This is an optimization exercise on Yosys and OpenROAD, whose aim is small area, a short achievable clock period and few clock cycles, not a production implementation. Function was checked by simulation only, so behaviour that the tests miss may differ from the original. Power is estimated from default activity; no workload was simulated.

run 1:
## ALU
module ALU(
    input wire clk,
    input wire rst_n,
    input wire [7:0] A,
    input wire [7:0] B,
    input wire start,
    input wire [2:0] opcode,
    output wire [15:0] result,
    output wire done
);
Size in the first run: about 320 cells after synthesis.
==> flow/config.mk <==
export PLATFORM = sky130hd
export DESIGN_NAME = ALU
export DESIGN_NICKNAME = ALU
export VERILOG_FILES = /design/flow/design.v
export SDC_FILE = /design/flow/constraint.sdc
export NUM_CORES = 4
export LEC_CHECK = 0
export ABC_AREA = 1
export CAP_MARGIN = 20
export CORE_MARGIN = 2
export CORE_UTILIZATION = 40
export PLACE_DENSITY = 0.4
export SETUP_SLACK_MARGIN = 2.75
export SLEW_MARGIN = 20
==> flow/constraint.sdc <==
create_clock -name core_clock -period 5.0 [get_ports {clk}]
set_input_delay 1.0000 -clock core_clock [delete_from_list [all_inputs] [get_ports {clk}]]
set_output_delay 1.0000 -clock core_clock [all_outputs]
set_load 0.01 [all_outputs]
standard.sh (not shown) runs the stock make flow with config.mk's settings and CLKGATE_MAP_FILE= SYNTH_SCRIPT=/design/flow/synth_recipe.tcl, a recipe that flattens the netlist after the stock synthesis.
==> flow/flow/run.sh <==
#!/bin/bash
# The standard layout, with the port buffers made from small buffers
# (sky130_fd_sc_hd__buf_2) instead of the delay buffers buffer_ports picks.
set -euo pipefail
export BUFFER_PORTS_ARGS="-buffer_cell sky130_fd_sc_hd__buf_2"
export ADDER_MAP_FILE=
bash standard.sh > standard.log 2>&1
Testbench counts of run 1, summed over its fixed seeds: cycles 16,520.
> inputs changed (run 1 -> run 2)
Settings: swapping 40 for 35 in CORE_UTILIZATION; clearing PLACE_DENSITY, which used to be 0.4.
Findings:
Run 2 against run 1: data arrival at the endpoint of the critical path up 130 ps; largest net degree at the start of global routing has remained practically unchanged. Lower buffering overhead goes to run 2 over run 1. Total power consumption of the routed design is lower on run 2. In run 2 relative to run 1, combinational logic power had gone down by a little under 10%. Comparing the two runs side by side, run 2 comes out behind run 1 on worst setup slack. P[4] as the termination of the worst setup path was reported by run 2, and P[6] by run 1.
Input-level comparison between run 3 and run 2:
Settings: CORE_UTILIZATION changed from 35 to 40; SLEW_MARGIN changed from 20 to 0; CAP_MARGIN changed from 20 to 0.
## What came out
- Summary — cell area power density, run 3 relative to run 2: higher, by about 3.6%.
- Higher layout overhead on the synthesized area was reported by run 2, not run 3.
- Going from run 2 to run 3, critical path depth grows by 2.
- Compared with run 2, run 3 shows a share of total power in sequential cells that is 0.5 points higher.
- Looking at total power after layout across run 2 and run 3, the one that comes out higher is run 2.
- Design area: lower on run 3
- Cmp run 2 and run 3 / routed wire length / higher: run 2
- Between run 2 and run 3, core utilization increased.
[inputs] run 4 vs run 3
Settings: SLEW_MARGIN: 0 -> 20; ABC_AREA: 1 -> 0; SETUP_SLACK_MARGIN: 2.75 -> 2.5; ABC_CLOCK_PERIOD_IN_PS: unset -> 1500; CAP_MARGIN: 0 -> 20.
--- a/flow/flow/run.sh
+++ b/flow/flow/run.sh
@@ -4,4 +4,3 @@
 set -euo pipefail
 export BUFFER_PORTS_ARGS="-buffer_cell sky130_fd_sc_hd__buf_2"
-export ADDER_MAP_FILE=
 bash standard.sh > standard.log 2>&1
Results
- The worst hold slack reported for run 4 is smaller than that of run 3 by 27 ps.
- Looking at die footprint, run 4 sits 11% below run 3.
- Sequential share of power, run 4 and run 3: larger value in run 3
- Timing-limited maximum frequency, run 4 and run 3: higher on run 3
- Summary of the comparison: area added between synthesis and finish is higher in run 4, relative to run 3.
- Finished layout cell area delta for run 4 relative to run 3: 73 sq um higher
- Between run 4 and run 3, it is run 4 whose routed wire length is lower, by 1.1%.
- Data arrival time of the critical path ends up higher on run 4.
- Run 4 reports a higher non-clock buffer count than run 3 does.

========
## v50
The RTL this note starts from:
==> flow/design.v <==
module ALU(
    input wire clk,
    input wire rst_n,
    input wire [7:0] A,
    input wire [7:0] B,
    input wire start,
    input wire [2:0] opcode,
    output wire [15:0] result,
    output wire done
);
    reg [15:0] P;        
    reg        busy;     
    reg        done_r;
    reg [2:0]  cnt;
    wire mul  = opcode[2];
    wire zero = ~(|A) | ~(|B);
    wire ones = (&A) | (&B);
    wire [7:0] X = busy ? P[15:8] : B;
    wire [7:0] Y = A & {8{~busy | P[0]}};
    wire [8:0] S = {1'b0, X} + {1'b0, Y};
    always @(posedge clk) begin
        if (busy)
            P <= {S, P[7:1]};
        else if (mul)
            P <= zero ? 16'h0000 :
                 ones ? {S[7:0], ~S[7:0]} :
                        {1'b0, A & {8{B[0]}}, B[7:1]};
        else case (opcode[1:0])
            2'b01:   P <= {7'h00, S};
            2'b10:   P <= {8'h00, X & Y};
            2'b11:   P <= {8'h00, X ^ Y};
            default: P <= 16'h0000;
        endcase
    end
    always @(posedge clk) begin
        if (~rst_n) begin
            busy   <= 1'b0;
            done_r <= 1'b0;
        end else begin
            busy   <= start;
            done_r <= start & (busy ? (mul & (cnt == 3'd6)) : (~mul | zero | ones));
        end
        cnt <= busy ? cnt + 3'd1 : 3'd0;
    end
    assign result = P;
    assign done   = done_r;
endmodule
==> flow/config.mk <==
export PLATFORM = sky130hd
export DESIGN_NAME = ALU
export DESIGN_NICKNAME = ALU
export VERILOG_FILES = /design/flow/design.v
export SDC_FILE = /design/flow/constraint.sdc
export NUM_CORES = 4
export LEC_CHECK = 0
export ABC_AREA = 1
export CAP_MARGIN = 20
export CORE_MARGIN = 2
export CORE_UTILIZATION = 40
export GPL_TIMING_DRIVEN = 0
export SETUP_SLACK_MARGIN = 2.75
export SLEW_MARGIN = 20
==> flow/constraint.sdc <==
create_clock -name core_clock -period 5.0 [get_ports {clk}]
set_input_delay 1.0000 -clock core_clock [delete_from_list [all_inputs] [get_ports {clk}]]
set_output_delay 1.0000 -clock core_clock [all_outputs]
set_load 0.01 [all_outputs]
==> flow/flow/run.sh <==
#!/bin/bash
# The standard layout, with the port buffers made from small buffers
# (sky130_fd_sc_hd__buf_2) instead of the delay buffers buffer_ports picks.
set -euo pipefail
export BUFFER_PORTS_ARGS="-buffer_cell sky130_fd_sc_hd__buf_2"
export ADDER_MAP_FILE=
bash standard.sh > standard.log 2>&1
Testbench counts of v50, summed over its fixed seeds: cycles 16,520.
Edits applied to the flow inputs when going from v50 to v1:
# v50
export LEC_CHECK = 0
export ABC_AREA = 1
export CAP_MARGIN = 20
export CORE_MARGIN = 2
export CORE_UTILIZATION = 40
export GPL_TIMING_DRIVEN = 0
export SETUP_SLACK_MARGIN = 2.75
export SLEW_MARGIN = 20
create_clock -name core_clock -period 5.0 [get_ports {clk}]
# v1
export LEC_CHECK = 0
export ABC_AREA = 1
export CAP_MARGIN = 20
export CORE_MARGIN = 2
export CORE_UTILIZATION = 40
export SETUP_SLACK_MARGIN = 2.75
export SLEW_MARGIN = 20
create_clock -name core_clock -period 5.0 [get_ports {clk}]
[summary]
| clock latency on the worst-skew pair | v50 vs v1 | ≈ equal |. v50 went all the way through synthesis, placement and routing and the layout is clean on timing, DRC and antenna. v1 was carried through to the last stage, and its layout satisfied the timing, DRC and antenna checks. [compare] base=v50 new=v1: number of global-route vias before repair shrank by 10; count of fill cells added during filler insertion saw an increase; met2 wire length lower. v1 reports a higher total buffers and inverters traversed by the critical path than v50 does. In the metrics for v1 and v50, the one carrying the lower detailed-routing iteration count for the pre-antenna-repair pass is v1. Comparing v1 and v50, number of stages on the worst setup path is higher on v1.
## Diff of input files: v36 against v1
# v1
export LEC_CHECK = 0
export ABC_AREA = 1
export CAP_MARGIN = 20
export CORE_MARGIN = 2
export CORE_UTILIZATION = 40
export SETUP_SLACK_MARGIN = 2.75
export SLEW_MARGIN = 20
create_clock -name core_clock -period 5.0 [get_ports {clk}]
# v36
export LEC_CHECK = 0
export ABC_AREA = 1
export CAP_MARGIN = 20
export CORE_MARGIN = 2
export CORE_UTILIZATION = 40
export SETUP_SLACK_MARGIN = 2.5
export SLEW_MARGIN = 20
create_clock -name core_clock -period 5.0 [get_ports {clk}]
Notes after the runs:
v36 was carried through to the last stage, and its layout satisfied the timing, DRC and antenna checks.
Looking only at fraction of standard cell area that is sequential, and setting everything else aside, the higher value of v36 and v1 goes to v36.
In v36, the non-clock buffer count came out 1 below the value in v1.
[compare] base=v1 new=v36: power per cell area +1.2%, area overhead of the layout relative to synthesis went down, area of the multi-input gates lower, final design instance area without fill down about 2.8%, total power shows a reduction of about 1.7%.
v36 ends up with a share of total power consumed by net switching that is 0.33 points lower than in v1.
[inputs] v37 vs v36
# v36
export LEC_CHECK = 0
export ABC_AREA = 1
export CAP_MARGIN = 20
export CORE_MARGIN = 2
export CORE_UTILIZATION = 40
export SETUP_SLACK_MARGIN = 2.5
export SLEW_MARGIN = 20
create_clock -name core_clock -period 5.0 [get_ports {clk}]
# v37
export LEC_CHECK = 0
export ABC_AREA = 0
export CAP_MARGIN = 20
export CORE_MARGIN = 2
export CORE_UTILIZATION = 40
export SETUP_SLACK_MARGIN = 2.5
export SLEW_MARGIN = 20
create_clock -name core_clock -period 5.0 [get_ports {clk}]
==> flow/run.sh (new file) <==
#!/bin/bash
# synth_recipe.tcl (not shown) runs the flow's synth.tcl, then flattens the netlist and writes it again
# the make line also repeats each setting of config.mk as NAME=value (left out here)
make -C /OpenROAD-flow-scripts/flow DESIGN_CONFIG=/design/flow/config.mk WORK_HOME=/design/flow/orfs CLKGATE_MAP_FILE= SYNTH_SCRIPT=/design/flow/synth_recipe.tcl finish
removed: flow/flow/run.sh
removed: flow/standard.sh
==> summary.txt <==
Compared with v36, v37 shows a higher critical path depth.
Higher number of logic inverters in the finished layout goes to v36 over v37.
Relative to v36, v37 degrades total power.
v37 ended up with fewer standard cells than v36.
From v36 to v37 the numbers moved as follows: proportion of power drawn by combinational gates rose 11 points, synthesized cell count shrank by 113.
Of the two values seen for commonest non-fill, non-tap cell in the layout, nand2_1 was produced by v36 and dfxtp_1 by v37.
The following lists how v59 was set up differently from v37:
# v37
export LEC_CHECK = 0
export ABC_AREA = 0
export CAP_MARGIN = 20
export CORE_MARGIN = 2
export CORE_UTILIZATION = 40
export SETUP_SLACK_MARGIN = 2.5
export SLEW_MARGIN = 20
create_clock -name core_clock -period 5.0 [get_ports {clk}]
# v59
export LEC_CHECK = 0
export ABC_AREA = 1
export CAP_MARGIN = 20
export CORE_MARGIN = 2
export CORE_UTILIZATION = 40
export CTS_BUF_LIST = sky130_fd_sc_hd__clkbuf_8
export SETUP_SLACK_MARGIN = 2.5
export SLEW_MARGIN = 20
create_clock -name core_clock -period 5.0 [get_ports {clk}]
==> flow/flow/run.sh (new file) <==
#!/bin/bash
# The standard layout, with the port buffers made from small buffers
# (sky130_fd_sc_hd__buf_2) instead of the delay buffers buffer_ports picks.
set -euo pipefail
export BUFFER_PORTS_ARGS="-buffer_cell sky130_fd_sc_hd__buf_2"
bash standard.sh > standard.log 2>&1
==> flow/standard.sh (new file) <==
#!/bin/bash
# synth_recipe.tcl (not shown) runs the flow's synth.tcl, then flattens the netlist and writes it again
# the make line also repeats each setting of config.mk as NAME=value (left out here)
make -C /OpenROAD-flow-scripts/flow DESIGN_CONFIG=/design/flow/config.mk WORK_HOME=/design/flow/orfs CLKGATE_MAP_FILE= SYNTH_SCRIPT=/design/flow/synth_recipe.tcl "${@:-finish}"
removed: flow/run.sh
--- outcome ---
- v59 reached the final stage; the timing, DRC and antenna checks on its layout passed.
- Row data arrival time at the worst-slack endpoint: v59 lower / v37 higher
- For number of distinct standard cells referenced by the synthesized netlist, dividing the value from v37 by the value from v59 gives 1.3.
- Cell depth of the worst setup path on v59 is up relative to v37.
- Compared to v37, v59 has sequential share of power 5.2 points higher.
- Re total routing usage reported by global routing: v59 is 2.2 points down on v37.
- When v59 is set beside v37, its post-synthesis sequential area ratio turns out to be 1.5 points smaller.
- Looking at row count, v59 sits 4.3% above v37.

========
RTL: the design.v shown in full above, as it stands there.
==> flow/config.mk <==
export PLATFORM = sky130hd
export DESIGN_NAME = ALU
export DESIGN_NICKNAME = ALU
export VERILOG_FILES = /design/flow/design.v
export SDC_FILE = /design/flow/constraint.sdc
export NUM_CORES = 4
export LEC_CHECK = 0
export ABC_AREA = 1
export CAP_MARGIN = 20
export CORE_MARGIN = 2
export CORE_UTILIZATION = 40
export SETUP_SLACK_MARGIN = 2.65
export SLEW_MARGIN = 20
==> flow/constraint.sdc <==
create_clock -name core_clock -period 5.0 [get_ports {clk}]
set_input_delay 1.0000 -clock core_clock [delete_from_list [all_inputs] [get_ports {clk}]]
set_output_delay 1.0000 -clock core_clock [all_outputs]
set_load 0.01 [all_outputs]
==> flow/flow/run.sh <==
#!/bin/bash
# The standard layout, with the port buffers made from small buffers
# (sky130_fd_sc_hd__buf_2) instead of the delay buffers buffer_ports picks.
set -euo pipefail
export BUFFER_PORTS_ARGS="-buffer_cell sky130_fd_sc_hd__buf_2"
export ADDER_MAP_FILE=
bash standard.sh > standard.log 2>&1
Testbench counts at the start, summed over its fixed seeds: cycles 16,520.
Next try:
--- a/flow/flow/run.sh
+++ b/flow/flow/run.sh
@@ -4,4 +4,3 @@
 set -euo pipefail
 export BUFFER_PORTS_ARGS="-buffer_cell sky130_fd_sc_hd__buf_2"
-export ADDER_MAP_FILE=
 bash standard.sh > standard.log 2>&1
- SETUP_SLACK_MARGIN: 2.65 -> 2.5
Effect: Cell area rose by about 2.4%; global-route usage goes up by 1.4 points; flip-flop and latch count does not change; die area drops by about 6%; wire length climbs by 1.0%; cell count drops by 4.2%; power grows by about 1.1%; critical path depth is higher by 5; sequential power barely changes.
Next try:
--- a/flow/flow/run.sh
+++ b/flow/flow/run.sh
@@ -4,3 +4,4 @@
 set -euo pipefail
 export BUFFER_PORTS_ARGS="-buffer_cell sky130_fd_sc_hd__buf_2"
+export ADDER_MAP_FILE=
 bash standard.sh > standard.log 2>&1
- ABC_AREA: 1 -> 0
After rerunning: Cell area went up by 13%. Area after synthesis rises by 7.4%. Utilization goes up by 4.5 points. Synthesized cell count falls by 14%. Global-route usage went up by 0.88 points. Non-clock buffer count goes up by 14. Clock power grows by about 5%. Wire length is higher by 14%. Total power rises by 18%. Sequential power goes up by about 3%. Worst hold slack gets worse by 8.6 ps.

========
RTL: the design.v shown in full above, as it stands there.
clock: 5.0 ns
lec_check: 0
abc_area: 1
cap_margin: 20
core_margin: 2
core_utilization: 40
setup_slack_margin: 2.75
slew_margin: 20
==> flow/flow/run.sh <==
#!/bin/bash
# The standard layout, with the port buffers made from small buffers
# (sky130_fd_sc_hd__buf_2) instead of the delay buffers buffer_ports picks.
set -euo pipefail
export BUFFER_PORTS_ARGS="-buffer_cell sky130_fd_sc_hd__buf_2"
export ADDER_MAP_FILE=
export RECOVER_POWER=100
bash standard.sh > standard.log 2>&1
Testbench counts at the start, summed over its fixed seeds: cycles 16,520.
==> next run, changes <==
==> flow/flow/run.sh (replaced) <==
#!/bin/bash
# The standard layout, with the port buffers made from small buffers
# (sky130_fd_sc_hd__buf_1) instead of the delay buffers buffer_ports picks.
set -euo pipefail
export BUFFER_PORTS_ARGS="-buffer_cell sky130_fd_sc_hd__buf_1"
bash standard.sh > standard.log 2>&1
--- a/flow/config.mk
+++ b/flow/config.mk
@@ -10,4 +10,4 @@
 export CORE_MARGIN = 2
 export CORE_UTILIZATION = 40
-export SETUP_SLACK_MARGIN = 2.75
+export SETUP_SLACK_MARGIN = 2.5
 export SLEW_MARGIN = 20
Outcome:
- synthesized area shrinks by 6.0%
- clock skew grows by 8.0 ps
- setup slack gets better by 880 ps
- sequential power hardly moves
- wire length grows by 6.6%
==> next run, changes <==
==> flow/flow/run.sh (replaced) <==
#!/bin/bash
# The standard layout, with the port buffers made from small buffers
# (sky130_fd_sc_hd__buf_2) instead of the delay buffers buffer_ports picks.
set -euo pipefail
export BUFFER_PORTS_ARGS="-buffer_cell sky130_fd_sc_hd__buf_2"
export ADDER_MAP_FILE=
bash standard.sh > standard.log 2>&1
--- a/flow/config.mk
+++ b/flow/config.mk
@@ -10,4 +10,4 @@
 export CORE_MARGIN = 2
 export CORE_UTILIZATION = 40
-export SETUP_SLACK_MARGIN = 2.5
+export SETUP_SLACK_MARGIN = 2.9
 export SLEW_MARGIN = 20
Sequential cell count stays the same. Non-clock buffer count goes up by 7. Core utilization goes up by 8.9 points. Setup slack gains 330 ps.
==> next run, changes <==
==> flow/run.sh (new file) <==
#!/bin/bash
# synth_recipe.tcl (not shown) runs the flow's synth.tcl, then flattens the netlist and writes it again
# the make line also repeats each setting of config.mk as NAME=value (left out here)
make -C /OpenROAD-flow-scripts/flow DESIGN_CONFIG=/design/flow/config.mk WORK_HOME=/design/flow/orfs CLKGATE_MAP_FILE= SYNTH_SCRIPT=/design/flow/synth_recipe.tcl finish
--- a/flow/config.mk
+++ b/flow/config.mk
@@ -10,4 +10,4 @@
 export CORE_MARGIN = 2
 export CORE_UTILIZATION = 40
-export SETUP_SLACK_MARGIN = 2.9
+export SETUP_SLACK_MARGIN = 2.5
 export SLEW_MARGIN = 20
removed: flow/flow/run.sh
removed: flow/standard.sh
What happened: Power shrinks by 2.7%. Combinational power fell by about 5%. Global-route usage goes up by 3.2 points. Wire length drops by 1.7%. Clock power is about the same. Maximum frequency goes down by 12%. Design area drops by 7.9%. Count of clock-buffer cells in the layout stays the same. Hold slack got worse by 16 ps. Setup slack degrades by 290 ps.
==> next run, changes <==
--- a/flow/config.mk
+++ b/flow/config.mk
@@ -10,4 +10,4 @@
 export CORE_MARGIN = 2
 export CORE_UTILIZATION = 40
-export SETUP_SLACK_MARGIN = 2.5
+export SETUP_SLACK_MARGIN = 2.9
 export SLEW_MARGIN = 20
The new run finished clean.
Critical path depth does not change.
Utilization came out higher by 8.0 points.
Design area came out higher by 14%.
Total power came out higher by 5.1%.
Wire length came out higher by 4.3%.

re-timing with driven ports:
In the flow no input, the clock included, has a driving cell. The finished layouts below were timed again as built, in two steps. Step 1, drivers: a clkbuf_16 drives clk and a buf_2 each remaining input, both assumed. Step 2 times the ports against the registers' clock, not the clock port: input delays grow and output delays shrink by t, the midpoint of the rising clock arrivals with the driver on. a / b / c = ideal ports / drivers / drivers and shift; a / b = the first two.
run	t, ns	setup WS [ns]	hold WS [ns]	worst slew at a driven data input, ns	cell pins on the clock port's net
run 1	0.301	2.822 / 2.819 / 2.518	0.478 / 0.478 / 0.478	0.03	1
run 2	0.300	2.686 / 2.689 / 2.388	0.469 / 0.469 / 0.469	0.03	1
run 3	0.298	2.851 / 2.854 / 2.556	0.467 / 0.467 / 0.467	0.03	1
run 4	0.297	2.133 / 2.101 / 1.804	0.440 / 0.440 / 0.440	0.08	1
v50	0.300	2.872 / 2.881 / 2.581	0.469 / 0.469 / 0.469	0.03	1
v1	0.298	2.851 / 2.854 / 2.556	0.467 / 0.467 / 0.467	0.03	1
v36	0.299	2.709 / 2.713 / 2.414	0.466 / 0.466 / 0.466	0.03	1
v37	0.293	2.192 / 2.174 / 1.881	0.480 / 0.480 / 0.480	0.06	1
v59	0.289	2.571 / 2.559 / 2.269	0.457 / 0.457 / 0.457	0.05	1
the first run of note 3	0.299	2.753 / 2.757 / 2.457	0.465 / 0.465 / 0.465	0.03	1
the second run of note 3	0.289	2.571 / 2.559 / 2.269	0.457 / 0.457 / 0.457	0.05	1
the third run of note 3	0.298	1.758 / 1.718 / 1.419	0.449 / 0.449 / 0.449	0.06	1
the first run of note 4	0.300	1.679 / 1.679 / 1.679	0.465 / 0.465 / 0.465	0.03	1
the second run of note 4	0.305	2.561 / 2.564 / 2.258	0.457 / 0.457 / 0.457	0.04	1
the third run of note 4	0.297	2.893 / 2.877 / 2.580	0.468 / 0.468 / 0.468	0.05	1
the fourth run of note 4	0.292	2.600 / 2.607 / 2.315	0.452 / 0.452 / 0.452	0.03	1
the fifth run of note 4	0.294	2.584 / 2.562 / 2.268	0.455 / 0.455 / 0.455	0.06	1
After both steps setup and hold are still met in every run listed. For the third run of note 3, which loses most, drivers alone change the setup slack by -0.040 ns; drivers and shift together by -0.339 ns.
